Background: an optimization exercise with open tools, aiming at small area. Do not read the settings as production practice. The RTL of this run was laid out without a check of its function. Power and IR drop assume default switching activity.

===== flow/design.v =====
module bullet(
				input logic Clk, Reset, frame_clk, 
				input logic [15:0] keycode,
				input logic [9:0] Char_X, Char_Y, Monster_X, Monster_Y, Monster2_X, Monster2_Y,
				output logic [9:0] bullet_X, bullet_Y,
				output logic hit,
				output logic hit2
);
	parameter [9:0] bullet_X_Min = 10'd40;        
	parameter [9:0] bullet_X_Max = 10'd599;      
	parameter [9:0] bullet_Y_Min = 10'd40;        
	parameter [9:0] bullet_Y_Max = 10'd439;      
	parameter [9:0] bullet_X_Step = 10'd4;     
	parameter [9:0] bullet_Y_Step = 10'd4;       
	parameter [9:0] bullet_X_Size = 10'd5; 
	parameter [9:0] bullet_Y_Size = 10'd5;
	parameter [9:0] monster_X_Size = 10'd40;
	parameter [9:0] monster_Y_Size = 10'd40;
	parameter [9:0] bullet_start = 10'd20;
    logic frame_clk_delayed, frame_clk_rising_edge;
    always_ff @ (posedge Clk) begin
        frame_clk_delayed <= frame_clk;
        frame_clk_rising_edge <= (frame_clk == 1'b1) && (frame_clk_delayed == 1'b0);
    end
	logic [9:0] bullet_X_Pos, bullet_X_Motion, bullet_Y_Pos, bullet_Y_Motion;
	logic [9:0] bullet_X_Pos_in, bullet_X_Motion_in, bullet_Y_Pos_in, bullet_Y_Motion_in;
	logic proceed, miss;
	enum logic [4:0] {Start, Up, Right, Down, Left} State, Next_state;
	assign bullet_X = bullet_X_Pos;
	assign bullet_Y = bullet_Y_Pos;
	always_ff @(posedge Clk) begin
		if(Reset|(~proceed)|hit|miss|hit2) begin
			bullet_X_Pos <= Char_X + bullet_start;
			bullet_Y_Pos <= Char_Y + bullet_start;
			bullet_X_Motion <= 10'd0;
			bullet_Y_Motion <= 10'd0;
		end
		else begin
			bullet_X_Pos <= bullet_X_Pos_in;
			bullet_Y_Pos <= bullet_Y_Pos_in;
			bullet_X_Motion <= bullet_X_Motion_in;
			bullet_Y_Motion <= bullet_Y_Motion_in;
		end
	end
	always_ff @(posedge Clk) begin
		if(Reset)
			State <= Start;
		else
			State <= Next_state;
	end
	always_comb begin
		bullet_Y_Motion_in = bullet_Y_Motion;
		bullet_X_Motion_in = bullet_X_Motion;
		bullet_X_Pos_in = bullet_X_Pos;
		bullet_Y_Pos_in = bullet_Y_Pos;
		proceed = 1'b1;
		Next_state = State;
		case(State)
			Start:
			begin
			if (keycode[7:0] == 8'h52)
				Next_state = Up;
			else if (keycode[7:0] == 8'h51)
				Next_state = Down;
			else if (keycode[7:0] == 8'h50)
				Next_state = Left;
			else if (keycode[7:0] == 8'h4f)
				Next_state = Right;
			end
			Up, Down, Left, Right:
			begin
				if (hit|miss|hit2)
					Next_state = Start;
			end
			default:Next_state = State;
		endcase
		if (frame_clk_rising_edge) begin
		unique case(State)
			Start:	
				proceed = 1'b0;
			Up: 
			begin
				bullet_Y_Motion_in = (~(bullet_Y_Step) + 1'b1);
			end
			Down: 
			begin
				bullet_Y_Motion_in = bullet_Y_Step;
			end
			Left: 
			begin
				bullet_X_Motion_in = (~(bullet_X_Step) + 1'b1);
			end
			Right: 
			begin
				bullet_X_Motion_in = bullet_X_Step;
			end
		endcase
		bullet_X_Pos_in = bullet_X_Pos + bullet_X_Motion;
		bullet_Y_Pos_in = bullet_Y_Pos + bullet_Y_Motion;
		end
	end
	always_comb begin
		miss = 1'b0;
		hit = 1'b0;
		hit2 = 1'b0;
		if (State != Start) begin
			if (bullet_Y_Pos_in <= bullet_Y_Min || (bullet_Y_Pos_in + bullet_Y_Size) >= bullet_Y_Max)
				miss = 1'b1;
			else if (bullet_X_Pos_in <= bullet_X_Min || (bullet_X_Pos_in + bullet_X_Size) >= bullet_X_Max)
				miss = 1'b1;
			else if (bullet_X_Pos_in <= (Monster_X + monster_X_Size) && bullet_X_Pos_in >= (Monster_X) && bullet_Y_Pos_in <= (Monster_Y + monster_Y_Size) && bullet_Y_Pos_in >= (Monster_Y))
				hit = 1'b1;
			else if (bullet_X_Pos_in <= (Monster2_X + monster_X_Size) && bullet_X_Pos_in >= (Monster2_X) && bullet_Y_Pos_in <= (Monster2_Y + monster_Y_Size) && bullet_Y_Pos_in >= (Monster2_Y))
				hit2 = 1'b1;
		end
	end
endmodule
module monster(
				input logic Clk, Reset, frame_clk, hit,
				input logic [9:0]		Char_X, Char_Y,
				output logic [9:0]	Monster_X, Monster_Y,
				output logic [9:0]	monster_bullet_X_L, monster_bullet_Y_L, 
											monster_bullet_X_R, monster_bullet_Y_R, 
											monster_bullet_X_U, monster_bullet_Y_U,
											monster_bullet_X_D, monster_bullet_Y_D,
				output logic 	hit_char	
);
	parameter [9:0] monster_X_top = 10'd320;   
	parameter [9:0] monster_Y_top = 10'd240; 
	parameter [9:0] monster_X_Min = 10'd40;        
	parameter [9:0] monster_X_Max = 10'd599;      
	parameter [9:0] monster_Y_Min = 10'd40;        
	parameter [9:0] monster_Y_Max = 10'd439;      
	parameter [9:0] monster_X_Step = 10'd1;     
	parameter [9:0] monster_Y_Step = 10'd1;       
	parameter [9:0] monster_X_Size = 10'd20;
	parameter [9:0] monster_Y_Size = 10'd20;
	parameter [1:0] initial_health = 2'b11;
	parameter [9:0] count_Mid = 10'd120;
	parameter [9:0] count_Max = 10'd240;
    logic frame_clk_delayed, frame_clk_rising_edge;
    always_ff @ (posedge Clk) begin
        frame_clk_delayed <= frame_clk;
        frame_clk_rising_edge <= (frame_clk == 1'b1) && (frame_clk_delayed == 1'b0);
    end
	logic [1:0] health;
	logic [9:0] monster_X_Pos, monster_X_Motion, monster_Y_Pos, monster_Y_Motion;
	logic [9:0] monster_X_Pos_in, monster_X_Motion_in, monster_Y_Pos_in, monster_Y_Motion_in;
	logic L_hit, R_hit, U_hit, D_hit;
	logic L_hit2, R_hit2, U_hit2, D_hit2;
	logic [9:0] count, count_in;
	logic [1:0] dir_mon;
	assign hit_char = L_hit | R_hit | U_hit | D_hit;
	always_ff @(posedge Clk) begin
		if (Reset) begin
			health <= initial_health;
			monster_X_Pos <= monster_X_top;
			monster_Y_Pos <= monster_Y_top;
			monster_X_Motion <= 10'd0;
			monster_Y_Motion <= 10'd0;
			count <= 10'd0;
		end
		else begin
			monster_X_Pos <= monster_X_Pos_in;
			monster_Y_Pos <= monster_Y_Pos_in;
			monster_X_Motion <= monster_X_Motion_in;
			monster_Y_Motion <= monster_Y_Motion_in;
			count <= count_in;
		end
		if(count > count_Max) begin
			count <= 10'b0;
		end
		if(monster_X_Pos > Char_X)begin
			dir_mon <= 2'b01;
		end else if (monster_Y_Pos > Char_Y)begin
			dir_mon <= 2'b00;
		end else if (monster_X_Pos <= Char_X)begin
			dir_mon <= 2'b11;
		end else begin
			dir_mon <= 2'b10;
		end
		if (hit)
			health <= health - 1'b1;
		if (health == 2'b00) begin
			monster_X_Pos <= 10'b0;
			monster_Y_Pos <= 10'b0;
		end
	end
	always_comb
    begin
        monster_X_Pos_in = monster_X_Pos;
        monster_Y_Pos_in = monster_Y_Pos;
		  count_in = count;
		  if(count < count_Mid)begin
		  		monster_X_Motion_in = monster_X_Motion;
				monster_Y_Motion_in = monster_Y_Motion;
		  end else begin
				monster_X_Motion_in = 10'b0;
				monster_Y_Motion_in = 10'b0;
		  end
        if (frame_clk_rising_edge)
        begin
				count_in = count + 10'd1;
				if(dir_mon == 2'b00) begin  
					monster_Y_Motion_in = (~(monster_Y_Step) + 1'b1);
					monster_X_Motion_in = 10'b0;
				end else if(dir_mon == 2'b01) begin  
					monster_X_Motion_in = (~(monster_X_Step) + 1'b1);
					monster_Y_Motion_in = 10'b0;
				end else if(dir_mon == 2'b10) begin  
					monster_Y_Motion_in = monster_Y_Step;
					monster_X_Motion_in = 10'b0;
				end else if(dir_mon == 2'b11) begin  
					monster_X_Motion_in = monster_X_Step;
					monster_Y_Motion_in = 10'b0;
				end 
				if( monster_Y_Pos + monster_Y_Size >= monster_Y_Max && dir_mon == 2'b10)  
				begin
                monster_Y_Motion_in = 10'd0;
				end
            if ( monster_Y_Pos <= monster_Y_Min && dir_mon == 2'b00)   
				begin
                monster_Y_Motion_in = 10'd0;
				end
				if( monster_X_Pos + monster_X_Size >= monster_X_Max && dir_mon == 2'b11)   
				begin
                monster_X_Motion_in = 10'd0;
				end
            if ( monster_X_Pos <= monster_X_Min && dir_mon == 2'b10)   
				begin
                monster_X_Motion_in = 10'd0;   
				end
            monster_X_Pos_in = monster_X_Pos + monster_X_Motion;
            monster_Y_Pos_in = monster_Y_Pos + monster_Y_Motion;
        end
	end
	always_comb begin
		Monster_X = monster_X_Pos;
		Monster_Y = monster_Y_Pos;
	end
	bullet bullet_left (
						.keycode(8'h0050),
						.Char_X(monster_X_Pos),
						.Char_Y(monster_Y_Pos),
						.Monster_X(Char_X),
						.Monster_Y(Char_Y),
						.Monster2_X(10'b0),
						.Monster2_Y(10'b0),
						.bullet_X(monster_bullet_X_L),
						.bullet_Y(monster_bullet_Y_L),
						.hit(L_hit),
						.hit2(L_hit2),
						.*
	);
	bullet bullet_right (
						.keycode(8'h004f),
						.Char_X(monster_X_Pos),
						.Char_Y(monster_Y_Pos),
						.Monster_X(Char_X),
						.Monster_Y(Char_Y),
						.Monster2_X(10'b0),
						.Monster2_Y(10'b0),
						.bullet_X(monster_bullet_X_R),
						.bullet_Y(monster_bullet_Y_R),
						.hit(R_hit),
						.hit2(R_hit2),
						.*
	);
	bullet bullet_down (
						.keycode(8'h0051),
						.Char_X(monster_X_Pos),
						.Char_Y(monster_Y_Pos),
						.Monster_X(Char_X),
						.Monster_Y(Char_Y),
						.Monster2_X(10'b0),
						.Monster2_Y(10'b0),
						.bullet_X(monster_bullet_X_D),
						.bullet_Y(monster_bullet_Y_D),
						.hit(D_hit),
						.hit2(D_hit2),
						.*
	);
	bullet bullet_up (
						.keycode(8'h0052),
						.Char_X(monster_X_Pos),
						.Char_Y(monster_Y_Pos),
						.Monster_X(Char_X),
						.Monster_Y(Char_Y),
						.Monster2_X(10'b0),
						.Monster2_Y(10'b0),
						.bullet_X(monster_bullet_X_U),
						.bullet_Y(monster_bullet_Y_U),
						.hit(U_hit),
						.hit2(U_hit2),
						.*
	);
endmodule
module monster2(
				input logic Clk, Reset, frame_clk, hit,
				input logic [9:0]		Char_X, Char_Y,
				output logic [9:0]	Monster_X_2, Monster_Y_2,
				output logic 	hit_char
);
	parameter [9:0] monster_X_top = 10'd200;   
	parameter [9:0] monster_Y_top = 10'd300; 
	parameter [9:0] monster_X_Min = 10'd40;        
	parameter [9:0] monster_X_Max = 10'd599;      
	parameter [9:0] monster_Y_Min = 10'd40;        
	parameter [9:0] monster_Y_Max = 10'd439;      
	parameter [9:0] monster_X_Step = 10'd3;     
	parameter [9:0] monster_Y_Step = 10'd3;       
	parameter [9:0] monster_X_Size = 10'd20;
	parameter [9:0] monster_Y_Size = 10'd20;
	parameter [1:0] initial_health = 2'b11;
	parameter [9:0] count_Mid = 10'd80;
	parameter [9:0] count_Max = 10'd160;
    logic frame_clk_delayed, frame_clk_rising_edge;
    always_ff @ (posedge Clk) begin
        frame_clk_delayed <= frame_clk;
        frame_clk_rising_edge <= (frame_clk == 1'b1) && (frame_clk_delayed == 1'b0);
    end
	logic [1:0] health;
	logic [9:0] monster_X_Pos, monster_X_Motion, monster_Y_Pos, monster_Y_Motion;
	logic [9:0] monster_X_Pos_in, monster_X_Motion_in, monster_Y_Pos_in, monster_Y_Motion_in;
	logic [9:0] count, count_in;
	logic [1:0] dir_mon;
	always_ff @(posedge Clk) begin
		if (Reset) begin
			health <= initial_health;
			monster_X_Pos <= monster_X_top;
			monster_Y_Pos <= monster_Y_top;
			monster_X_Motion <= 10'd0;
			monster_Y_Motion <= 10'd0;
			count <= 10'd0;
		end
		else begin
			monster_X_Pos <= monster_X_Pos_in;
			monster_Y_Pos <= monster_Y_Pos_in;
			monster_X_Motion <= monster_X_Motion_in;
			monster_Y_Motion <= monster_Y_Motion_in;
			count <= count_in;
		end
		if(count > count_Max) begin
			count <= 10'b0;
		end
		if(monster_X_Pos >= Char_X) begin
			if(monster_Y_Pos >= Char_Y) begin
				if((monster_X_Pos - Char_X) >= (monster_Y_Pos - Char_Y)) begin
					dir_mon <= 2'b01; 
				end 
				else begin
					dir_mon <= 2'b00; 
				end
			end
			else begin
				if((monster_X_Pos - Char_X) >= (Char_Y - monster_Y_Pos)) begin
					dir_mon <= 2'b01; 
				end 
				else begin
					dir_mon <= 2'b10; 
				end
			end
		end
		else begin
			if(monster_Y_Pos >= Char_Y) begin
				if((Char_X - monster_X_Pos) >= (monster_Y_Pos - Char_Y)) begin
					dir_mon <= 2'b11; 
				end 
				else begin
					dir_mon <= 2'b00; 
				end
			end
			else begin
				if((Char_X - monster_X_Pos) >= (Char_Y - monster_Y_Pos)) begin
					dir_mon <= 2'b11; 
				end 
				else begin
					dir_mon <= 2'b10; 
				end
			end
		end
		if (hit)
			health <= health - 1'b1;
		if (health == 2'b00) begin
			monster_X_Pos <= 10'b0;
			monster_Y_Pos <= 10'b0;
		end
	end
	always_comb
    begin
        monster_X_Pos_in = monster_X_Pos;
        monster_Y_Pos_in = monster_Y_Pos;
		  count_in = count;
		  if(count > count_Mid)begin
		  		monster_X_Motion_in = monster_X_Motion;
				monster_Y_Motion_in = monster_Y_Motion;
		  end else begin
				monster_X_Motion_in = 10'b0;
				monster_Y_Motion_in = 10'b0;
		  end
        if (frame_clk_rising_edge)
        begin
				count_in = count + 10'd1;
				if(dir_mon == 2'b00) begin  
					monster_Y_Motion_in = (~(monster_Y_Step) + 1'b1);
					monster_X_Motion_in = 10'b0;
				end else if(dir_mon == 2'b01) begin  
					monster_X_Motion_in = (~(monster_X_Step) + 1'b1);
					monster_Y_Motion_in = 10'b0;
				end else if(dir_mon == 2'b10) begin  
					monster_Y_Motion_in = monster_Y_Step;
					monster_X_Motion_in = 10'b0;
				end else if(dir_mon == 2'b11) begin  
					monster_X_Motion_in = monster_X_Step;
					monster_Y_Motion_in = 10'b0;
				end 
				if( monster_Y_Pos + monster_Y_Size >= monster_Y_Max && dir_mon == 2'b10)  
				begin
                monster_Y_Motion_in = 10'd0;
				end
            if ( monster_Y_Pos <= monster_Y_Min && dir_mon == 2'b00)   
				begin
                monster_Y_Motion_in = 10'd0;
				end
				if( monster_X_Pos + monster_X_Size >= monster_X_Max && dir_mon == 2'b11)   
				begin
                monster_X_Motion_in = 10'd0;
				end
            if ( monster_X_Pos <= monster_X_Min && dir_mon == 2'b10)   
				begin
                monster_X_Motion_in = 10'd0;   
				end
            monster_X_Pos_in = monster_X_Pos + monster_X_Motion;
            monster_Y_Pos_in = monster_Y_Pos + monster_Y_Motion;
        end
	end
	always_comb begin
		Monster_X_2 = monster_X_Pos;
		Monster_Y_2 = monster_Y_Pos;
	end
	always_comb begin
		hit_char = 1'b0;
		if (Char_X <= (Monster_X_2 + monster_X_Size) && Char_X >= (Monster_X_2) && Char_Y <= (Monster_Y_2 + monster_Y_Size) && Char_Y >= (Monster_Y_2))begin
			hit_char = 1'b1;
		end
	end
endmodule
module level(
            input logic          Clk, Reset, frame_clk,
            input logic [9:0]    Char_X, Char_Y,
            input logic [15:0]   keycode,
            output logic         finish,
				output logic 			hited,
            output logic [9:0]	Monster_X, Monster_Y,
				output logic [9:0]   Monster_X_2, Monster_Y_2,
				output logic [9:0]	monster_bullet_X_L, monster_bullet_Y_L, 
											monster_bullet_X_R, monster_bullet_Y_R, 
											monster_bullet_X_U, monster_bullet_Y_U,
											monster_bullet_X_D, monster_bullet_Y_D,
            output logic [9:0]   bullet_X, bullet_Y
);
logic hit_by_bullet, hit_by_monster, hit_by_bullet_2, hit_by_monster_2;
assign hited = hit_by_monster| hit_by_monster_2;
always_comb begin
    finish = 1'b0;
    if((Monster_X == 10'b0) && (Monster_Y == 10'b0) && (Monster_X_2 == 10'b0) && (Monster_Y_2 == 10'b0))
        finish = 1'b1;
end
monster monster_1 (
                .hit(hit_by_bullet),
                .hit_char(hit_by_monster),
                .*
);
monster2 monster_2 (.hit(hit_by_bullet_2),
						  .hit_char(hit_by_monster_2),
						  .*);
bullet bullet_1(
                .hit(hit_by_bullet),
					 .hit2(hit_by_bullet_2),
					 .Monster2_X(Monster_X_2),
					 .Monster2_Y(Monster_Y_2),
                .*
);
endmodule
module master_state_controller(
							input Clk, Reset,
							input [15:0] keycode,
							input [9:0] Char_X, Char_Y,
							input finish_1, finish_2, finish_3, Die,
							output logic active_1, active_2, active_3, initial_frame, 
							output logic final_frame, game_over, soft_reset, active_key,
							output logic active_4, active_5, active_6, active_7
);
enum logic [4:0] {Start, L1, Wait1, Wait2, L2, L3, End, Game_Over} State, Next_state;
always_ff @(posedge Clk) begin
	if (Reset)begin
		State <= Start;
		F1 <= 1'b0;
		F2 <= 1'b0;
		F3 <= 1'b0;
		Fkey <= 1'b0;
		N1 <= 1'b0;
		N2 <= 1'b0;
		N3 <= 1'b0;
		active_key <= 1'b0;
   end
	else begin
		State <= Next_state;
		F1 <= F1_in;
		F2 <= F2_in;
		F3 <= F3_in;
		Fkey <= Fkey_in;
		N1 <= N1_in;
		N2 <= N2_in;
		N3 <= N3_in;
		active_key <= active_key_in;
	end
end
logic N1, N2, N3;
logic N1_in, N2_in, N3_in;
logic F1, F2, F3, Fkey;
logic F1_in, F2_in, F3_in, Fkey_in;
logic active_key_in;
always_comb begin
	initial_frame = 1'b0;
	final_frame = 1'b0;
	active_1 = 1'b0;
	active_2 = 1'b0;
	active_3 = 1'b0;
	active_4 = 1'b0;
	active_5 = 1'b0;
	active_6 = 1'b0;
	active_7 = 1'b0;
	game_over = 1'b0;
	soft_reset = 1'b0;
	active_key_in = active_key;
	N1_in = N1;
	N2_in = N2;
	N3_in = N3;
	F1_in = F1;
	F2_in = F2;
	F3_in = F3;
	Fkey_in = Fkey;
	Next_state = State;
		case(State)
			Start:begin
					if(keycode == 16'h0028)begin
						Next_state = L1;
						soft_reset = 1'b1;
						Fkey_in = 1'b0;
						active_key_in = 1'b0;
					end
					end
			L1: begin
					soft_reset = 1'b0;
					if(finish_1)begin
						F1_in = 1'b1;
					end
					else if((F1 == 1'b1 && Char_X >= 10'd540 && Char_Y >= 10'd220 && Char_Y <= 10'd260) || keycode == 16'd0044)begin
						N2_in = 1'b1;
						Next_state = Wait1;
					end else if((F1 == 1'b1 && Char_X >= 10'd300 && Char_X <= 10'd330 && Char_Y <= 10'd60))begin
						N3_in = 1'b1;
						Next_state = Wait1;
					end else if(Die)
						Next_state = Game_Over;	
				 end
			Wait1:begin
						Next_state = Wait2;
						soft_reset = 1'b1;
					end
			Wait2:begin
						if(N2)begin
							Next_state = L2;
							N2_in = 1'b0;
						end else if(N3)begin
							Next_state = L3;
							N3_in = 1'b0;
						end else begin
							Next_state = L1;
							N1_in = 1'b0;
						end
						soft_reset = 1'b1;
					end
			L2: begin
					soft_reset = 1'b0;
					if(finish_2 && F2 == 1'b0)begin
						active_key_in = 1'b1;
						F2_in = 1'b1;
					end else if(active_key == 1'b1 && Char_X >= 10'd300 && Char_X <= 10'd330 && Char_Y >= 10'd210 && Char_Y <= 10'd230)begin
						active_key_in = 1'b0;
						Fkey_in = 1'b1;
					end else if(F2 == 1'b1 && Fkey == 1'b1 && Char_Y >= 10'd210 && Char_Y <= 10'd230 && Char_X <= 10'd60)begin
						N1_in = 1'b1;
						Next_state = Wait1;
					end else if(Die)begin
						Next_state = Game_Over;
					end
				 end
			L3: begin
					soft_reset = 1'b0;
					if(finish_3)begin
						F3_in = 1'b1;
					end
					else if((F3 == 1'b1 && Char_X >= 10'd300 && Char_X <= 10'd330 && Char_Y >= 10'd380))begin
						Next_state = Wait1;
						N1_in = 1'b1;
					end else if(Die)begin
						Next_state = Game_Over;	
					end else if(F3 == 1'b1 && Fkey == 1'b1 && Char_X >= 10'd300 && 
									Char_X <= 10'd330 && Char_Y >= 10'd210 && Char_Y <= 10'd230)begin
						Next_state = End;
					end
				 end
			End, Game_Over: begin
						soft_reset = 1'b1;
						if(keycode == 16'h0029)begin
							F1_in = 1'b0;
							F2_in = 1'b0;
							F3_in = 1'b0;
							Next_state = Start;
						end
					end
			default:;
		endcase
	case(State)
		Start: initial_frame = 1'b1;
		L1:begin
				if(F1 == 1'b0)
					active_1 = 1'b1;
				else
					active_4 = 1'b1;
			end
		L2:begin
				if(F2 == 1'b0)
					active_2 = 1'b1;
				else
					active_5 = 1'b1;
			end
		L3:begin
				if(F3 == 1'b0)
					active_3 = 1'b1;
				else
					active_6 = 1'b1;
			end
		Wait1, Wait2: 
			begin
				active_7 = 1'b1;
			end
		End: final_frame = 1'b1;
		Game_Over: game_over = 1'b1;
	endcase
end
endmodule
module partial_top_level(
                        input logic Clk, Reset, frame_clk,
                        input logic [15:0] keycode,
                        input logic [9:0]     Char_X, Char_Y,
                        output logic [9:0]	Monster_X, Monster_Y,
								output logic [9:0]	Monster_X_2, Monster_Y_2,
 								output logic [9:0]	monster_bullet_X_L, monster_bullet_Y_L, 
															monster_bullet_X_R, monster_bullet_Y_R, 
															monster_bullet_X_U, monster_bullet_Y_U,
															monster_bullet_X_D, monster_bullet_Y_D,
                        output logic [9:0]   bullet_X, bullet_Y,
								output logic [2:0]   Health,
								output logic dungeon_frame1, dungeon_frame2, dungeon_frame3, 
								output logic initial_frame, final_frame, game_over, 
								output logic soft_reset, active_key
);
logic finish_1, finish_2, finish_3, Die, die_1, die_2, die_3;
logic hit1, hit2, hit3;
logic active_1, active_2,active_3, active_4, active_5, active_6, active_7;
logic [2:0] hit_count1, hitcount_2, hit_count3;
logic [2:0] health, health_in;
logic [9:0] Monster_X_1, Monster_Y_1, monster_bullet_X_L_1, monster_bullet_Y_L_1, 
            monster_bullet_X_R_1, monster_bullet_Y_R_1, monster_bullet_X_U_1, monster_bullet_Y_U_1,
				monster_bullet_X_D_1, monster_bullet_Y_D_1, bullet_X_1, bullet_Y_1,
            Monster_X__2, Monster_Y__2, monster_bullet_X_L_2, monster_bullet_Y_L_2, 
            monster_bullet_X_R_2, monster_bullet_Y_R_2, monster_bullet_X_U_2, monster_bullet_Y_U_2,
				monster_bullet_X_D_2, monster_bullet_Y_D_2, bullet_X_2, bullet_Y_2,
				Monster_X_3, Monster_Y_3, monster_bullet_X_L_3, monster_bullet_Y_L_3, 
            monster_bullet_X_R_3, monster_bullet_Y_R_3, monster_bullet_X_U_3, monster_bullet_Y_U_3,
				monster_bullet_X_D_3, monster_bullet_Y_D_3, bullet_X_3, bullet_Y_3;
logic [9:0] Monster_X_1_2, Monster_Y_1_2, Monster_X_2_2, Monster_Y_2_2, Monster_X_3_2, Monster_Y_3_2;
assign dungeon_frame1 = active_1 || active_4;
assign dungeon_frame2 = active_2 || active_5;
assign dungeon_frame3 = active_3 || active_6;
assign Health = health;
always_ff @(posedge Clk) begin
    if(Reset)
        health <= 3'b111;
    else
        health <= health_in;
end
always_comb begin
	 health_in = health;
	 Die = 1'b0;
    if(active_1 == 1'b1) begin
        Monster_X = Monster_X_1; 
        Monster_Y = Monster_Y_1;
		  if(hit1)
			health_in = health - 1'b1;
		  Monster_X_2 = Monster_X_1_2;
		  Monster_Y_2 = Monster_Y_1_2;
        monster_bullet_X_L = monster_bullet_X_L_1;
        monster_bullet_Y_L = monster_bullet_Y_L_1; 
		  monster_bullet_X_R = monster_bullet_X_R_1;
        monster_bullet_Y_R = monster_bullet_Y_R_1;
	     monster_bullet_X_U = monster_bullet_X_U_1; 
        monster_bullet_Y_U = monster_bullet_Y_U_1;
		  monster_bullet_X_D = monster_bullet_X_D_1; 
        monster_bullet_Y_D = monster_bullet_Y_D_1;
        bullet_X = bullet_X_1; 
        bullet_Y = bullet_Y_1;
    end
    else if (active_2 == 1'b1) begin
        Monster_X = Monster_X__2; 
        Monster_Y = Monster_Y__2;
		  if(hit2)
			health_in = health - 1'b1;
		  Monster_X_2 = Monster_X_2_2;
		  Monster_Y_2 = Monster_Y_2_2;
        monster_bullet_X_L = monster_bullet_X_L_2;
        monster_bullet_Y_L = monster_bullet_Y_L_2; 
		  monster_bullet_X_R = monster_bullet_X_R_2;
        monster_bullet_Y_R = monster_bullet_Y_R_2;
	     monster_bullet_X_U = monster_bullet_X_U_2; 
        monster_bullet_Y_U = monster_bullet_Y_U_2;
		  monster_bullet_X_D = monster_bullet_X_D_2; 
        monster_bullet_Y_D = monster_bullet_Y_D_2;
        bullet_X = bullet_X_2; 
        bullet_Y = bullet_Y_2;
    end else if (active_3 == 1'b1) begin
		  Monster_X = Monster_X_3; 
        Monster_Y = Monster_Y_3;
		  Monster_X_2 = Monster_X_3_2;
		  Monster_Y_2 = Monster_Y_3_2;		
		  if(hit3)
			health_in = health - 1'b1;
        monster_bullet_X_L = monster_bullet_X_L_3;
        monster_bullet_Y_L = monster_bullet_Y_L_3; 
		  monster_bullet_X_R = monster_bullet_X_R_3;
        monster_bullet_Y_R = monster_bullet_Y_R_3;
	     monster_bullet_X_U = monster_bullet_X_U_3; 
        monster_bullet_Y_U = monster_bullet_Y_U_3;
		  monster_bullet_X_D = monster_bullet_X_D_3; 
        monster_bullet_Y_D = monster_bullet_Y_D_3;
        bullet_X = bullet_X_3; 
        bullet_Y = bullet_Y_3;
    end else if(active_4 || active_5 || active_6 || active_7)begin
		  Monster_X = 10'b0; 
        Monster_Y = 10'b0;
		  Monster_X_2 = 10'b0;
		  Monster_Y_2 = 10'b0;
        monster_bullet_X_L = 10'b0;
        monster_bullet_Y_L = 10'b0; 
		  monster_bullet_X_R = 10'b0;
        monster_bullet_Y_R = 10'b0;
	     monster_bullet_X_U = 10'b0; 
        monster_bullet_Y_U = 10'b0;
		  monster_bullet_X_D = 10'b0; 
        monster_bullet_Y_D = 10'b0;
        bullet_X = 10'b0; 
        bullet_Y = 10'b0;
	 end else begin
        Monster_X = 10'b0; 
        Monster_Y = 10'b0;
		  Monster_X_2 = 10'b0;
		  Monster_Y_2 = 10'b0;
		  health_in = 3'b111;
        monster_bullet_X_L = 10'b0;
        monster_bullet_Y_L = 10'b0; 
		  monster_bullet_X_R = 10'b0;
        monster_bullet_Y_R = 10'b0;
	     monster_bullet_X_U = 10'b0; 
        monster_bullet_Y_U = 10'b0;
		  monster_bullet_X_D = 10'b0; 
        monster_bullet_Y_D = 10'b0;
        bullet_X = 10'b0; 
        bullet_Y = 10'b0;
    end
	 if(health == 3'b0)
		Die = 1'b1;
end
master_state_controller MSC(.*);
level level_1(
            .Reset(~active_1),
            .finish(finish_1),
				.hited(hit1),
            .Monster_X(Monster_X_1),
            .Monster_Y(Monster_Y_1),
				.Monster_X_2(Monster_X_1_2),
				.Monster_Y_2(Monster_Y_1_2),
				.monster_bullet_X_L(monster_bullet_X_L_1), 
            .monster_bullet_Y_L(monster_bullet_Y_L_1), 
				.monster_bullet_X_R(monster_bullet_X_R_1), 
            .monster_bullet_Y_R(monster_bullet_Y_R_1), 
				.monster_bullet_X_U(monster_bullet_X_U_1), 
            .monster_bullet_Y_U(monster_bullet_Y_U_1),
				.monster_bullet_X_D(monster_bullet_X_D_1), 
            .monster_bullet_Y_D(monster_bullet_Y_D_1),
            .bullet_X(bullet_X_1), 
            .bullet_Y(bullet_Y_1),
            .*
);
level level_2(
            .Reset(~active_2),
            .finish(finish_2),
				.hited(hit2),
            .Monster_X(Monster_X__2),
            .Monster_Y(Monster_Y__2),
				.Monster_X_2(Monster_X_2_2),
				.Monster_Y_2(Monster_Y_2_2),
				.monster_bullet_X_L(monster_bullet_X_L_2), 
            .monster_bullet_Y_L(monster_bullet_Y_L_2), 
				.monster_bullet_X_R(monster_bullet_X_R_2), 
            .monster_bullet_Y_R(monster_bullet_Y_R_2), 
				.monster_bullet_X_U(monster_bullet_X_U_2), 
            .monster_bullet_Y_U(monster_bullet_Y_U_2),
				.monster_bullet_X_D(monster_bullet_X_D_2), 
            .monster_bullet_Y_D(monster_bullet_Y_D_2),
            .bullet_X(bullet_X_2), 
            .bullet_Y(bullet_Y_2),
            .*
);
level level_3(
            .Reset(~active_3),
            .finish(finish_3),
				.hited(hit3),
            .Monster_X(Monster_X_3),
            .Monster_Y(Monster_Y_3),
				.Monster_X_2(Monster_X_3_2),
				.Monster_Y_2(Monster_Y_3_2),
				.monster_bullet_X_L(monster_bullet_X_L_3), 
            .monster_bullet_Y_L(monster_bullet_Y_L_3), 
				.monster_bullet_X_R(monster_bullet_X_R_3), 
            .monster_bullet_Y_R(monster_bullet_Y_R_3), 
				.monster_bullet_X_U(monster_bullet_X_U_3), 
            .monster_bullet_Y_U(monster_bullet_Y_U_3),
				.monster_bullet_X_D(monster_bullet_X_D_3), 
            .monster_bullet_Y_D(monster_bullet_Y_D_3),
            .bullet_X(bullet_X_3), 
            .bullet_Y(bullet_Y_3),
            .*
);
endmodule
module  character( input         Clk,                 
                             Reset,               
                             frame_clk,           
									  soft_reset,
					input logic [15:0] keycode,
               input [9:0]   DrawX, DrawY,        
					input initial_frame, final_frame, game_over,
               output logic  is_character,              
					output logic character_frame,
					output logic [9:0] charX, charY,
					output logic [9:0] char_frame_X, char_frame_Y
              );
    parameter [9:0] char_X_top = 10'd50;   
    parameter [9:0] char_Y_top = 10'd50;   
    parameter [9:0] char_X_Min = 10'd40;        
    parameter [9:0] char_X_Max = 10'd599;      
    parameter [9:0] char_Y_Min = 10'd40;        
    parameter [9:0] char_Y_Max = 10'd439;      
    parameter [9:0] char_X_Step = 10'd2;     
    parameter [9:0] char_Y_Step = 10'd2;       
	 parameter [9:0] char_X_Size = 10'd42; 
	 parameter [9:0] char_Y_Size = 10'd50; 
    logic [9:0] char_X_Pos, char_X_Motion, char_Y_Pos, char_Y_Motion;
    logic [9:0] char_X_Pos_in, char_X_Motion_in, char_Y_Pos_in, char_Y_Motion_in;
    logic char_pic, char_pic_in;
    logic frame_clk_delayed, frame_clk_rising_edge;
    always_ff @ (posedge Clk) begin
        frame_clk_delayed <= frame_clk;
        frame_clk_rising_edge <= (frame_clk == 1'b1) && (frame_clk_delayed == 1'b0);
    end
    always_ff @ (posedge Clk)
    begin
        if (Reset || soft_reset)
        begin
            char_X_Pos <= char_X_top;
            char_Y_Pos <= char_Y_top;
            char_X_Motion <= 10'd0;
            char_Y_Motion <= 10'd0;
				char_pic <= 1'b0;
        end
        else
        begin
            char_X_Pos <= char_X_Pos_in;
            char_Y_Pos <= char_Y_Pos_in;
            char_X_Motion <= char_X_Motion_in;
            char_Y_Motion <= char_Y_Motion_in;
				char_pic <= char_pic_in;
        end
    end
    always_comb
    begin
        char_X_Pos_in = char_X_Pos;
        char_Y_Pos_in = char_Y_Pos;
		  if(keycode == 16'b0)begin
				char_X_Motion_in = 10'd0;
				char_Y_Motion_in = 10'd0;
		  end
		  else begin
				char_X_Motion_in = char_X_Motion;
				char_Y_Motion_in = char_Y_Motion;
		  end
		  char_pic_in = char_pic;
        if (frame_clk_rising_edge)
        begin
				if(keycode == 16'h001a)  
				begin
					char_Y_Motion_in = (~(char_Y_Step) + 1'b1);
					char_X_Motion_in = 10'd0;
				end
				else if(keycode == 16'h0004)  
				begin
					char_X_Motion_in = (~(char_X_Step) + 1'b1);
					char_Y_Motion_in = 10'd0;
					char_pic_in = 1'b1;
				end
				else if(keycode == 16'h0016)  
				begin
					char_Y_Motion_in = char_Y_Step;
					char_X_Motion_in = 10'd0;
				end
				else if(keycode == 16'h0007)  
				begin
					char_X_Motion_in = char_X_Step;
					char_Y_Motion_in = 10'd0;
					char_pic_in = 1'b0;
				end else if(keycode == 16'h1a04 || keycode == 16'h041a)  
				begin
					char_X_Motion_in = (~(char_X_Step) + 1'b1);
					char_Y_Motion_in = (~(char_Y_Step) + 1'b1);
					char_pic_in = 1'b1;
				end else if(keycode == 16'h1a07 || keycode == 16'h071a)  
				begin
					char_X_Motion_in = char_X_Step;;
					char_Y_Motion_in = (~(char_Y_Step) + 1'b1);
					char_pic_in = 1'b0;
				end else if(keycode == 16'h0416 ||keycode == 16'h1604)  
				begin
					char_X_Motion_in = (~(char_X_Step) + 1'b1);
					char_Y_Motion_in = char_Y_Step;
					char_pic_in = 1'b1;
				end else if(keycode == 16'h1607 || keycode == 16'h0716)  
				begin
					char_X_Motion_in = char_X_Step;
					char_Y_Motion_in = char_Y_Step;
					char_pic_in = 1'b0;
				end
				if( char_Y_Pos + char_Y_Size >= char_Y_Max && (keycode[7:0] == 8'h16 || keycode[15:8] == 8'h16))   
				begin
                char_Y_Motion_in = 10'd0;
				end
            else if ( char_Y_Pos <= char_Y_Min && (keycode[7:0] == 8'h1a || keycode[15:8] == 8'h1a))   
				begin
                char_Y_Motion_in = 10'd0;
				end
				if( char_X_Pos + char_X_Size >= char_X_Max && keycode[7:0] == 8'b00000111)   
				begin
                char_X_Motion_in = 10'd0;   
					 if(char_Y_Pos <= char_Y_Min || char_Y_Pos + char_Y_Size >= char_Y_Max)
							char_Y_Motion_in = 10'd0;
				end
            else if ( char_X_Pos <= char_X_Min && keycode[7:0] == 8'b00000100)   
				begin
                char_X_Motion_in = 10'd0;   
					 if(char_Y_Pos <= char_Y_Min || char_Y_Pos + char_Y_Size >= char_Y_Max)
							char_Y_Motion_in = 10'd0;
				end
            char_X_Pos_in = char_X_Pos + char_X_Motion;
            char_Y_Pos_in = char_Y_Pos + char_Y_Motion;
        end
    end
    int DistX, DistY, X, Y, X_size, Y_size, X_start, Y_start;
    assign X_start = char_X_Pos;
	 assign Y_start = char_Y_Pos;
    assign DistX = DrawX;
	 assign DistY = DrawY;
	 assign X_size = char_X_Size;
	 assign Y_size = char_Y_Size;
    always_comb begin
		  character_frame = char_pic;
		  char_frame_X = char_X_Pos;
		  char_frame_Y = char_Y_Pos;
        if ( (DistX >= X_start) && (DistX < X_start + X_size) && (DistY >= Y_start) && (DistY < Y_start + Y_size))
		  begin
				charX = DistX - char_X_Pos_in;
				charY = DistY - char_Y_Pos_in;
				if(initial_frame == 0 && final_frame == 0 && game_over == 0)begin
					is_character = 1'b1;
				end else begin
					is_character = 1'b0;
				end
		  end
        else
		  begin
            is_character = 1'b0;
				charX = 10'b0;
				charY = 10'b0;
		  end
    end
endmodule
module BM_decider
(input logic [9:0] monster_bullet_X_L, monster_bullet_Y_L,
						 monster_bullet_X_R, monster_bullet_Y_R,
						 monster_bullet_X_U, monster_bullet_Y_U,
						 monster_bullet_X_D, monster_bullet_Y_D,
 input logic 		 dungeon_frame1, dungeon_frame2, dungeon_frame3, active_key,
 input logic [9:0] DrawX, DrawY,
 input logic [2:0] Health,
 input logic [9:0] Monster_X, Monster_Y, Monster_X_2, Monster_Y_2, bullet_X, bullet_Y,
 output logic 		 is_bullet, is_bullet_l, is_bullet_r, is_bullet_u, is_bullet_d,  is_monster1, is_monster2, is_monster3,
 output logic 		 is_heart, is_key,
 output logic [9:0] m1_idx_x, m1_idx_y, b_idx_x, b_idx_y, m2_idx_x, m2_idx_y,
						  bl_idx_x, bl_idx_y, br_idx_x, br_idx_y, 
					     bu_idx_x, bu_idx_y, bd_idx_x, bd_idx_y, key_idx_x, key_idx_y
);
parameter [9:0] monster_width = 10'd42;
parameter [9:0] monster_height = 10'd50;
parameter [9:0] bullet_height = 10'd5;
parameter [9:0] bullet_width= 10'd5;
parameter [9:0] heart_width = 10'd20;
parameter [9:0] bullet_start = 10'd20;
parameter [9:0] key_min_x = 10'd300;
parameter [9:0] key_min_y = 10'd210;
logic is_Mons1, is_Mons2, is_Mons3;
int heart_max;
assign is_monster1 = is_Mons1;
assign is_monster2 = is_Mons2;
assign is_monster3 = is_Mons3;
assign heart_max = Health * heart_width;
	always_comb begin
		if(DrawX < heart_max && DrawX >= 10'd0 && DrawY < 10'd20 && DrawY >= 10'd0 && 
										(dungeon_frame1 || dungeon_frame2 || dungeon_frame3))begin
			is_heart = 1'b1;
		end else begin
			is_heart = 1'b0;
		end
		if(active_key && DrawX >= 10'd300 && DrawX < 10'd360 && DrawY >= 10'd210 && DrawY < 10'd245)begin
			is_key = 1'b1;
			key_idx_x = DrawX - key_min_x;
			key_idx_y = DrawY - key_min_y;
		end else begin
			is_key = 1'b0;
			key_idx_x = 10'b0;
			key_idx_y = 10'b0;
		end
		is_Mons1 = 1'b0;
		is_Mons2 = 1'b0;
		is_Mons3 = 1'b0;
		m1_idx_x = 1'b0;
		m1_idx_y = 1'b0;
		m2_idx_x = 1'b0;
		m2_idx_y = 1'b0;
		if(Monster_X > 10'b0 && (DrawX < Monster_X + monster_width) && (DrawX >= Monster_X) 
						  && (DrawY < Monster_Y + monster_height) && (DrawY >= Monster_Y))begin 
			if (dungeon_frame1) begin
				is_Mons1 = 1'b1;
				is_Mons2 = 1'b0;
			end else if (dungeon_frame2 || dungeon_frame3) begin
				is_Mons1 = 1'b0;
				is_Mons2 = 1'b1;
			end else begin
				is_Mons1 = 1'b0;
				is_Mons2 = 1'b0;
			end
			m1_idx_x =  DrawX - Monster_X;
			m1_idx_y = DrawY - Monster_Y;
		end 
		if(Monster_X_2 > 10'b0 && (DrawX < Monster_X_2 + monster_width) && (DrawX >= Monster_X_2) 
						  && (DrawY < Monster_Y_2 + monster_height) && (DrawY >= Monster_Y_2))begin 
			if (dungeon_frame1 || dungeon_frame2 || dungeon_frame3) begin
				is_Mons3 = 1'b1;
			end
			m2_idx_x =  DrawX - Monster_X_2;
			m2_idx_y = DrawY - Monster_Y_2;
		end 
		if(monster_bullet_X_L > bullet_start && monster_bullet_Y_L > bullet_start && (DrawX < monster_bullet_X_L + bullet_width) && (DrawX >= monster_bullet_X_L) 
						  && (DrawY < monster_bullet_Y_L + bullet_height) && (DrawY >= monster_bullet_Y_L) )begin
			is_bullet_l = 1'b1;
			bl_idx_x = DrawX - monster_bullet_X_L;
			bl_idx_y = DrawY - monster_bullet_Y_L;
		end else begin
			is_bullet_l = 1'b0;
			bl_idx_x = 10'b0;
			bl_idx_y = 10'b0;
		end
		if(monster_bullet_X_R > bullet_start && monster_bullet_Y_R > bullet_start && (DrawX < monster_bullet_X_R + bullet_width) && (DrawX >= monster_bullet_X_R) 
						  && (DrawY < monster_bullet_Y_R + bullet_height) && (DrawY >= monster_bullet_Y_R) )begin
			is_bullet_r = 1'b1;
			br_idx_x = DrawX - monster_bullet_X_R;
			br_idx_y = DrawY - monster_bullet_Y_R;
		end else begin
			is_bullet_r = 1'b0;
			br_idx_x = 10'b0;
			br_idx_y = 10'b0;
		end
		if(monster_bullet_X_U > bullet_start && monster_bullet_Y_U > bullet_start && (DrawX < monster_bullet_X_U + bullet_width) && (DrawX >= monster_bullet_X_U) 
						  && (DrawY < monster_bullet_Y_U + bullet_height) && (DrawY >= monster_bullet_Y_U) )begin
			is_bullet_u = 1'b1;
			bu_idx_x = DrawX - monster_bullet_X_U;
			bu_idx_y = DrawY - monster_bullet_Y_U;
		end else begin
			is_bullet_u = 1'b0;
			bu_idx_x = 10'b0;
			bu_idx_y = 10'b0;
		end
		if(monster_bullet_X_D > bullet_start && monster_bullet_Y_D > bullet_start && (DrawX < monster_bullet_X_D + bullet_width) && (DrawX >= monster_bullet_X_D) 
						  && (DrawY < monster_bullet_Y_D + bullet_height) && (DrawY >= monster_bullet_Y_D) )begin
			is_bullet_d = 1'b1;
			bd_idx_x = DrawX - monster_bullet_X_D;
			bd_idx_y = DrawY - monster_bullet_Y_D;
		end else begin
			is_bullet_d = 1'b0;
			bd_idx_x = 10'b0;
			bd_idx_y = 10'b0;
		end
		if(bullet_X != 1'b0 && bullet_Y != 1'b0 && (DrawX < bullet_X + bullet_width) && (DrawX >= bullet_X) 
						  && (DrawY < bullet_Y + bullet_height) && (DrawY >= bullet_Y) )begin
			is_bullet = 1'b1;
			b_idx_x =  DrawX - bullet_X;
			b_idx_y = DrawY - bullet_Y;
		end else begin
			is_bullet = 1'b0;
			b_idx_x = 10'b0;
			b_idx_y = 10'b0;
		end
	end
endmodule
module idx_decider(input logic is_character, is_monster1, is_monster2, is_bullet, is_monster3,
						 input logic is_bullet_l, is_bullet_r, is_bullet_u, is_bullet_d,
						 input logic is_heart, is_key,
						 input logic [9:0] DrawX, DrawY,
						 input logic [9:0] charX, charY,
						 input logic [9:0] m1_idx_x, m1_idx_y, b_idx_x, b_idx_y, m2_idx_x, m2_idx_y,
												 bl_idx_x, bl_idx_y, br_idx_x, br_idx_y, 
												 bu_idx_x, bu_idx_y, bd_idx_x, bd_idx_y, key_idx_x, key_idx_y,
						 output logic [18:0] char_ra, background_ra, monster1_ra, monster2_ra, monster3_ra,
						 output logic [18:0] bullet_ra,
						 output logic [18:0] bullet_l_ra, bullet_r_ra, bullet_u_ra, bullet_d_ra,
						 output logic [18:0] heart_ra, key_ra
						);
	parameter [9:0] char_X_Size = 10'd42;
	parameter [9:0] mon_X_Size = 10'd42;
	parameter [9:0] bul_X_Size = 10'd5;
	parameter [9:0] back_X_Size = 10'd320;
	parameter [9:0] heart_X_Size = 10'd140;
	parameter [9:0] key_X_Size = 10'd60;
	always_comb
	begin
		background_ra = (DrawY >> 1)* back_X_Size + (DrawX >> 1);
	   char_ra= 19'b0;
		bullet_ra = 19'b0;
		monster1_ra = 19'b0;
		monster2_ra = 19'b0;
		monster3_ra = 19'b0;
		bullet_l_ra = 19'b0;			
		bullet_r_ra = 19'b0;
		bullet_u_ra = 19'b0;
		bullet_d_ra = 19'b0;
		heart_ra = 19'b0;
		key_ra = 19'b0;
		if(is_key == 1'b1)begin
			key_ra = key_idx_y * key_X_Size + key_idx_x;
		end
		if(is_heart == 1'b1)begin
			heart_ra = DrawY * heart_X_Size + DrawX;
		end
		if(is_character == 1'b1) begin
			char_ra = charY * char_X_Size + charX;
		end
		if (is_monster1 == 1'b1) begin
			monster1_ra = m1_idx_y * mon_X_Size + m1_idx_x;
		end
		if (is_monster2 == 1'b1) begin
			monster2_ra = m1_idx_y * mon_X_Size + m1_idx_x;
		end
		if (is_monster3 == 1'b1) begin
			monster3_ra = m2_idx_y * mon_X_Size + m2_idx_x;
		end
		if (is_bullet == 1'b1) begin
			bullet_ra = b_idx_y * bul_X_Size + b_idx_x;
		end
		if (is_bullet_l == 1'b1) begin
			bullet_l_ra = bl_idx_y * bul_X_Size + bl_idx_x;
		end
		if (is_bullet_r == 1'b1) begin
			bullet_r_ra = br_idx_y * bul_X_Size + br_idx_x;
		end
		if (is_bullet_u == 1'b1) begin
			bullet_u_ra = bu_idx_y * bul_X_Size + bu_idx_x;
		end
		if (is_bullet_d == 1'b1) begin
			bullet_d_ra = bd_idx_y * bul_X_Size + bd_idx_x;
		end
	end
endmodule
module game_core(
    input  logic        clk,
    input  logic        reset,           
    input  logic        frame_clk,       
    input  logic [15:0] keycode,
    input  logic [9:0]  DrawX, DrawY,    
    output logic [2:0]  Health,
    output logic        active_key,
    output logic        dungeon_frame1, dungeon_frame2, dungeon_frame3,
    output logic        initial_frame, final_frame, game_over,
    output logic [9:0]  Monster_X, Monster_Y, Monster_X_2, Monster_Y_2,
    output logic [9:0]  monster_bullet_X_L, monster_bullet_Y_L,
                        monster_bullet_X_R, monster_bullet_Y_R,
                        monster_bullet_X_U, monster_bullet_Y_U,
                        monster_bullet_X_D, monster_bullet_Y_D,
    output logic [9:0]  bullet_X, bullet_Y,
    output logic [9:0]  char_frame_X, char_frame_Y,
    output logic        character_frame,
    output logic        is_character, is_monster1, is_monster2, is_monster3,
    output logic        is_bullet, is_bullet_l, is_bullet_r, is_bullet_u, is_bullet_d,
    output logic        is_heart, is_key,
    output logic [18:0] char_ra, background_ra, monster1_ra, monster2_ra, monster3_ra,
    output logic [18:0] bullet_ra, bullet_l_ra, bullet_r_ra, bullet_u_ra, bullet_d_ra,
    output logic [18:0] heart_ra, key_ra
);
    logic soft_reset;
    logic [9:0] charX, charY;
    logic [9:0] m1_idx_x, m1_idx_y, b_idx_x, b_idx_y, m2_idx_x, m2_idx_y,
                bl_idx_x, bl_idx_y, br_idx_x, br_idx_y,
                bu_idx_x, bu_idx_y, bd_idx_x, bd_idx_y, key_idx_x, key_idx_y;
    partial_top_level ptl_instance(
        .Clk(clk), .Reset(reset), .frame_clk(frame_clk),
        .keycode(keycode),
        .Char_X(char_frame_X), .Char_Y(char_frame_Y),
        .Monster_X(Monster_X), .Monster_Y(Monster_Y),
        .Monster_X_2(Monster_X_2), .Monster_Y_2(Monster_Y_2),
        .monster_bullet_X_L(monster_bullet_X_L), .monster_bullet_Y_L(monster_bullet_Y_L),
        .monster_bullet_X_R(monster_bullet_X_R), .monster_bullet_Y_R(monster_bullet_Y_R),
        .monster_bullet_X_U(monster_bullet_X_U), .monster_bullet_Y_U(monster_bullet_Y_U),
        .monster_bullet_X_D(monster_bullet_X_D), .monster_bullet_Y_D(monster_bullet_Y_D),
        .bullet_X(bullet_X), .bullet_Y(bullet_Y),
        .Health(Health),
        .dungeon_frame1(dungeon_frame1), .dungeon_frame2(dungeon_frame2),
        .dungeon_frame3(dungeon_frame3),
        .initial_frame(initial_frame), .final_frame(final_frame), .game_over(game_over),
        .soft_reset(soft_reset), .active_key(active_key)
    );
    character character_instance(
        .Clk(clk), .Reset(reset), .frame_clk(frame_clk), .soft_reset(soft_reset),
        .keycode(keycode), .DrawX(DrawX), .DrawY(DrawY),
        .initial_frame(initial_frame), .final_frame(final_frame), .game_over(game_over),
        .is_character(is_character), .character_frame(character_frame),
        .charX(charX), .charY(charY),
        .char_frame_X(char_frame_X), .char_frame_Y(char_frame_Y)
    );
    BM_decider BM_ins(
        .monster_bullet_X_L(monster_bullet_X_L), .monster_bullet_Y_L(monster_bullet_Y_L),
        .monster_bullet_X_R(monster_bullet_X_R), .monster_bullet_Y_R(monster_bullet_Y_R),
        .monster_bullet_X_U(monster_bullet_X_U), .monster_bullet_Y_U(monster_bullet_Y_U),
        .monster_bullet_X_D(monster_bullet_X_D), .monster_bullet_Y_D(monster_bullet_Y_D),
        .dungeon_frame1(dungeon_frame1), .dungeon_frame2(dungeon_frame2),
        .dungeon_frame3(dungeon_frame3), .active_key(active_key),
        .DrawX(DrawX), .DrawY(DrawY), .Health(Health),
        .Monster_X(Monster_X), .Monster_Y(Monster_Y),
        .Monster_X_2(Monster_X_2), .Monster_Y_2(Monster_Y_2),
        .bullet_X(bullet_X), .bullet_Y(bullet_Y),
        .is_bullet(is_bullet), .is_bullet_l(is_bullet_l), .is_bullet_r(is_bullet_r),
        .is_bullet_u(is_bullet_u), .is_bullet_d(is_bullet_d),
        .is_monster1(is_monster1), .is_monster2(is_monster2), .is_monster3(is_monster3),
        .is_heart(is_heart), .is_key(is_key),
        .m1_idx_x(m1_idx_x), .m1_idx_y(m1_idx_y), .b_idx_x(b_idx_x), .b_idx_y(b_idx_y),
        .m2_idx_x(m2_idx_x), .m2_idx_y(m2_idx_y),
        .bl_idx_x(bl_idx_x), .bl_idx_y(bl_idx_y), .br_idx_x(br_idx_x), .br_idx_y(br_idx_y),
        .bu_idx_x(bu_idx_x), .bu_idx_y(bu_idx_y), .bd_idx_x(bd_idx_x), .bd_idx_y(bd_idx_y),
        .key_idx_x(key_idx_x), .key_idx_y(key_idx_y)
    );
    idx_decider idx_des_ins(
        .is_character(is_character), .is_monster1(is_monster1), .is_monster2(is_monster2),
        .is_bullet(is_bullet), .is_monster3(is_monster3),
        .is_bullet_l(is_bullet_l), .is_bullet_r(is_bullet_r),
        .is_bullet_u(is_bullet_u), .is_bullet_d(is_bullet_d),
        .is_heart(is_heart), .is_key(is_key),
        .DrawX(DrawX), .DrawY(DrawY), .charX(charX), .charY(charY),
        .m1_idx_x(m1_idx_x), .m1_idx_y(m1_idx_y), .b_idx_x(b_idx_x), .b_idx_y(b_idx_y),
        .m2_idx_x(m2_idx_x), .m2_idx_y(m2_idx_y),
        .bl_idx_x(bl_idx_x), .bl_idx_y(bl_idx_y), .br_idx_x(br_idx_x), .br_idx_y(br_idx_y),
        .bu_idx_x(bu_idx_x), .bu_idx_y(bu_idx_y), .bd_idx_x(bd_idx_x), .bd_idx_y(bd_idx_y),
        .key_idx_x(key_idx_x), .key_idx_y(key_idx_y),
        .char_ra(char_ra), .background_ra(background_ra), .monster1_ra(monster1_ra),
        .monster2_ra(monster2_ra), .monster3_ra(monster3_ra), .bullet_ra(bullet_ra),
        .bullet_l_ra(bullet_l_ra), .bullet_r_ra(bullet_r_ra),
        .bullet_u_ra(bullet_u_ra), .bullet_d_ra(bullet_d_ra),
        .heart_ra(heart_ra), .key_ra(key_ra)
    );
endmodule

===== flow/config.mk =====
export PLATFORM = sky130hd
export DESIGN_NAME = game_core
export DESIGN_NICKNAME = game_core
export VERILOG_FILES = /design/flow/design.v
export SDC_FILE = /design/flow/constraint.sdc
export NUM_CORES = 4
export LEC_CHECK = 0
export CAP_MARGIN = 20
export CORE_MARGIN = 2
export CORE_UTILIZATION = 40
export SLEW_MARGIN = 20

===== flow/constraint.sdc =====
create_clock -name core_clock -period 12.0 [get_ports {clk}]
set_input_delay 2.4000 -clock core_clock [delete_from_list [all_inputs] [get_ports {clk}]]
set_output_delay 2.4000 -clock core_clock [all_outputs]
set_load 0.01 [all_outputs]

===== flow/run.sh =====
#!/bin/bash
# synth_recipe.tcl (not shown) runs the flow's synth.tcl, then flattens the netlist and writes it again
# the make line also repeats each setting of config.mk as NAME=value (left out here)
make -C /OpenROAD-flow-scripts/flow DESIGN_CONFIG=/design/flow/config.mk WORK_HOME=/design/flow/orfs CLKGATE_MAP_FILE= SYNTH_SCRIPT=/design/flow/synth_recipe.tcl finish

==> results.cfg <==
[final_layout]
post-route-util = 0.4555
drive_gt1_frac = 0.06295
syn_to_final_growth_pct = 13.24
final_area_um2 = 110800
fillers = 23900
fin_nets = 14760

[power_and_ir_drop]
p_per_area_nw_per_um2 = 65.01
ir_drop_uv = 105.5
power_switching_mw = 2.337
intPower_mw = 4.865
p_seq_frac = 0.358
finalPower_mw = 7.202
clockPowerShare = 0.424
switching_share = 0.3245
p_leak_nw = 50.52
comb_power_share = 0.218

[route]
vias = 97030
drt_pre_antenna_iters = 7
drt_drc_violations_left = 0
initialDrtViolationCount = 9563
avgViaCountPerCell = 6.094
routed_wirelength_um = 439500
wl_per_cell_um = 27.60
postRouteAntennaNets = 0

[place]
io_buffer_count = 407
dpl_cell_area_um2 = 107100
dpl.hpwl_um = 347600
place_congestion = 1.016

[sta]
relSlewSlack = 0.1082
finalHoldViolCount = 0
finClkSkew_ns = 0.05512
min_period_ns = 11.67
fin_crit_sh = 0.9724
hold_ws_ns = 0.3856
setup_viol = 0
fmax_mhz = 85.70
drv_slew = 0
worst_pin_slew_ns = 1.331
finalSetupTns_ns = 0

[clock_network]
cts_buffer_depth = 3
root_buffer = clkbuf_16
tritoncts = yes
clk_pin_slew_ns = 0.06
htree_levels = 3
hold_buffers = 0
clock_sinks = 733
insertion_delay_ns = 0.77
numCtsBuffers = 94

[logic_synthesis]
synth_top_cell_area_share = 0.2532
ys_warn_count = 9
yosys-top-cells-area = ha_1 (25%), dfxtp_1 (12%), xnor2_1 (5.4%), a21oi_1 (5.4%), edfxtp_1 (4.6%)
seq_area_frac_synth = 0.1653
yosys.area_share.simple = 0.1666
syn_area_per_cell_um2 = 8.072
synth_largest_area_cell = ha_1
ys_types = 125
synth-xor-area-share = 0.07464
synthAdderAreaFrac = 0.2790
synth-seq-cells = 733
synthCells = 12120
netlist_area_um2 = 97830
synth_edf_count = 150
synth-compound-area-share = 0.2258
synth_ff_type = dfxtp_1
synthMuxAreaShare = 0.02728
synth_common_cells = ha_1 (1980), inv_1 (1061), a21oi_1 (1052), nor2_1 (994), nand2_1 (747)
synth_top_family_by_area = adder cells
synth.most_common_cell = ha_1
async_flop_share = 0

[outcome]
status = timing/DRC/antenna clean

[critical_path]
worst_setup_path_start_kind = input port
cp_slowest_cell = or4b_2
end_kind = output port
path_class = input port to output port
crit_fanout = 7
slowest_delay_ns = 0.60
cp.required_ns = 9.60
worstPathArrival_ns = 9.27

[die]
start_util = 0.4022
dieArea_um2 = 248500
rows = 181
die_x_um = 498.5
fp.coreArea_um2 = 243200
ioPinCount = 449
die_h_um = 498.5

[global_routing]
antenna_found_initial = 39
overflow = 0
track_usage = 0.3381
grt_pass1_wl_um = 625400
grt_max_degree = 126
grt_pass1_vias = 92600

[worst_hold_path]
min_path_type = flop to flop

[flow_run]
timing.max_cap.violations = 0
-- final timing paths --
| check | to | startpoint | slack [ns] | depth (start not counted) |
|---|---|---|---|---|
| hold reg to reg | flop | character_instance.frame_clk_delayed | 0.39 | 1 |
| setup / recovery | monster3_ra[15] | DrawX[0] | 0.33 | 31 |
| setup reg to reg | ptl_instance.health[2] | flop | 4.76 | 19 |
| hold / removal | flop | character_instance.frame_clk_delayed | 0.39 | 1 |
-- per-stage QoR --
step | cells | setup WS (ns)
after detailed placement | 15700 | -0.1016
after global routing | 15900 | -0.01729
after CTS | 15870 | 0.01970
after global placement | 15700 | -0.1302
after floorplan | 12170 | 1.058
final | 15920 | 0.3314
-- power by group through the flow --
stage               Clock [mW]  Combinational [mW]  Sequential (mW)
floorplan                    0               0.979             2.61
global placement             0                1.50             2.63
detailed placement           0                1.52             2.63
CTS                       3.08                1.54             2.57
global route              3.17                1.71             2.58
finish                    3.06                1.57             2.58
-- cells in the final DEF (no fill, tap or decap), drive strengths merged, types with 42 or more instances in the layout --
cell type      synthesis  layout
ha                  1980    1980
inv                 1065    1067
a21oi               1054    1054
nor2                 996     996
nand2                748     748
o21ai                655     655
xnor2                604     604
dfxtp                583     583
a21o                 453     453
clkdlybuf4s50          0     389
buf                  180     371
nor3                 260     260
xor2                 222     222
nor2b                208     208
nand3                182     182
nand2b               168     168
o21bai               156     156
mux2i                153     153
edfxtp               150     150
nand4                148     148
a211oi               133     133
fa                   121     121
clkbuf               236     121
o21a                 115     115
a22oi                104     104
mux2                 100     100
a31oi                 93      93
and3                  93      93
and2                  89      89
nor4                  87      87
or3                   81      81
o211ai                66      66
conb                   1      54
o2111ai               53      53
o31ai                 50      50
a221oi                48      48
a2111oi               42      42
clkinv                 7      42
-- layout make-up --
type / count / area, um^2 / share of cell area
multi-input combinational: 9952 / 76280 / 0.6886
antenna: 28 / 70.07 / 0.0006325
tap: 3202 / 4006 / 0.03617
clock inverter: 55 / 639.4 / 0.005772
sequential: 733 / 16190 / 0.1462
timing repair buffer: 762 / 6992 / 0.06311
clock buffer: 119 / 2569 / 0.02319
inverter: 1072 / 4033 / 0.03640
-- layer usage --
layer | vias up | GRT usage | share of wire
met1 | 46670 | 0.4156 | 0.40
met3 | 1176 | 0.06417 | 0.084
met5 | - | 0 | 0.00023
li1 | 44780 | - | -
met2 | 4394 | 0.5309 | 0.43
met4 | 16 | 0.2379 | 0.085
-- critical path, delay by kind of cell --
family          cells  cell delay [ns]
simple gates        6             1.52
fa+ha+maj           7             2.17
buf+inv            10             1.91
compound gates      8             1.25
-- kinds of logic after synthesis --
family / count (synthesis)
buf+inv: 1488
other cells: 1
fa+ha+maj: 2111
mux: 253
flops: 733
simple gates: 3302
compound gates: 3403
xor+xnor: 829
-- what timing repair did --
item / CTS / global route
setup endpoints to repair: 20 / 47
setup buffers: 2 / 17
resized for setup: 2 / 49
pin swaps: 1 / 6
gates cloned: 0 / 2

-- separate check: timing with driven ports --
The flow's constraints put no driver on any port. The routed layout listed below was extracted and timed again, unchanged, in two steps. Step 1 (the two cells are an assumption about what drives the block):
set clk [get_ports {clk}]
set_driving_cell -lib_cell sky130_fd_sc_hd__clkbuf_16 $clk
set_driving_cell -lib_cell sky130_fd_sc_hd__buf_2 [delete_from_list [all_inputs] $clk]
Step 2 moves the port delays by t, midway between the first and last clock arrival at a register: inputs arrive t later, outputs are due t later. That takes back most of the time a late clock gives input paths. a / b / c = ideal ports / drivers / drivers and shift; a / b = the first two.
shift t [ns]: 0.833
slack for setup (ns): 0.331 / 0.135 / 0.135
clock arrival spread, ns: 0.068 / 0.068
worst data-port slew with drivers (ns): 0.21
pins driven straight from the clock port: 1
After both steps this run still meets setup and hold. The setup slack of this run moves by -0.196 ns with the drivers and by -0.196 ns with both steps.
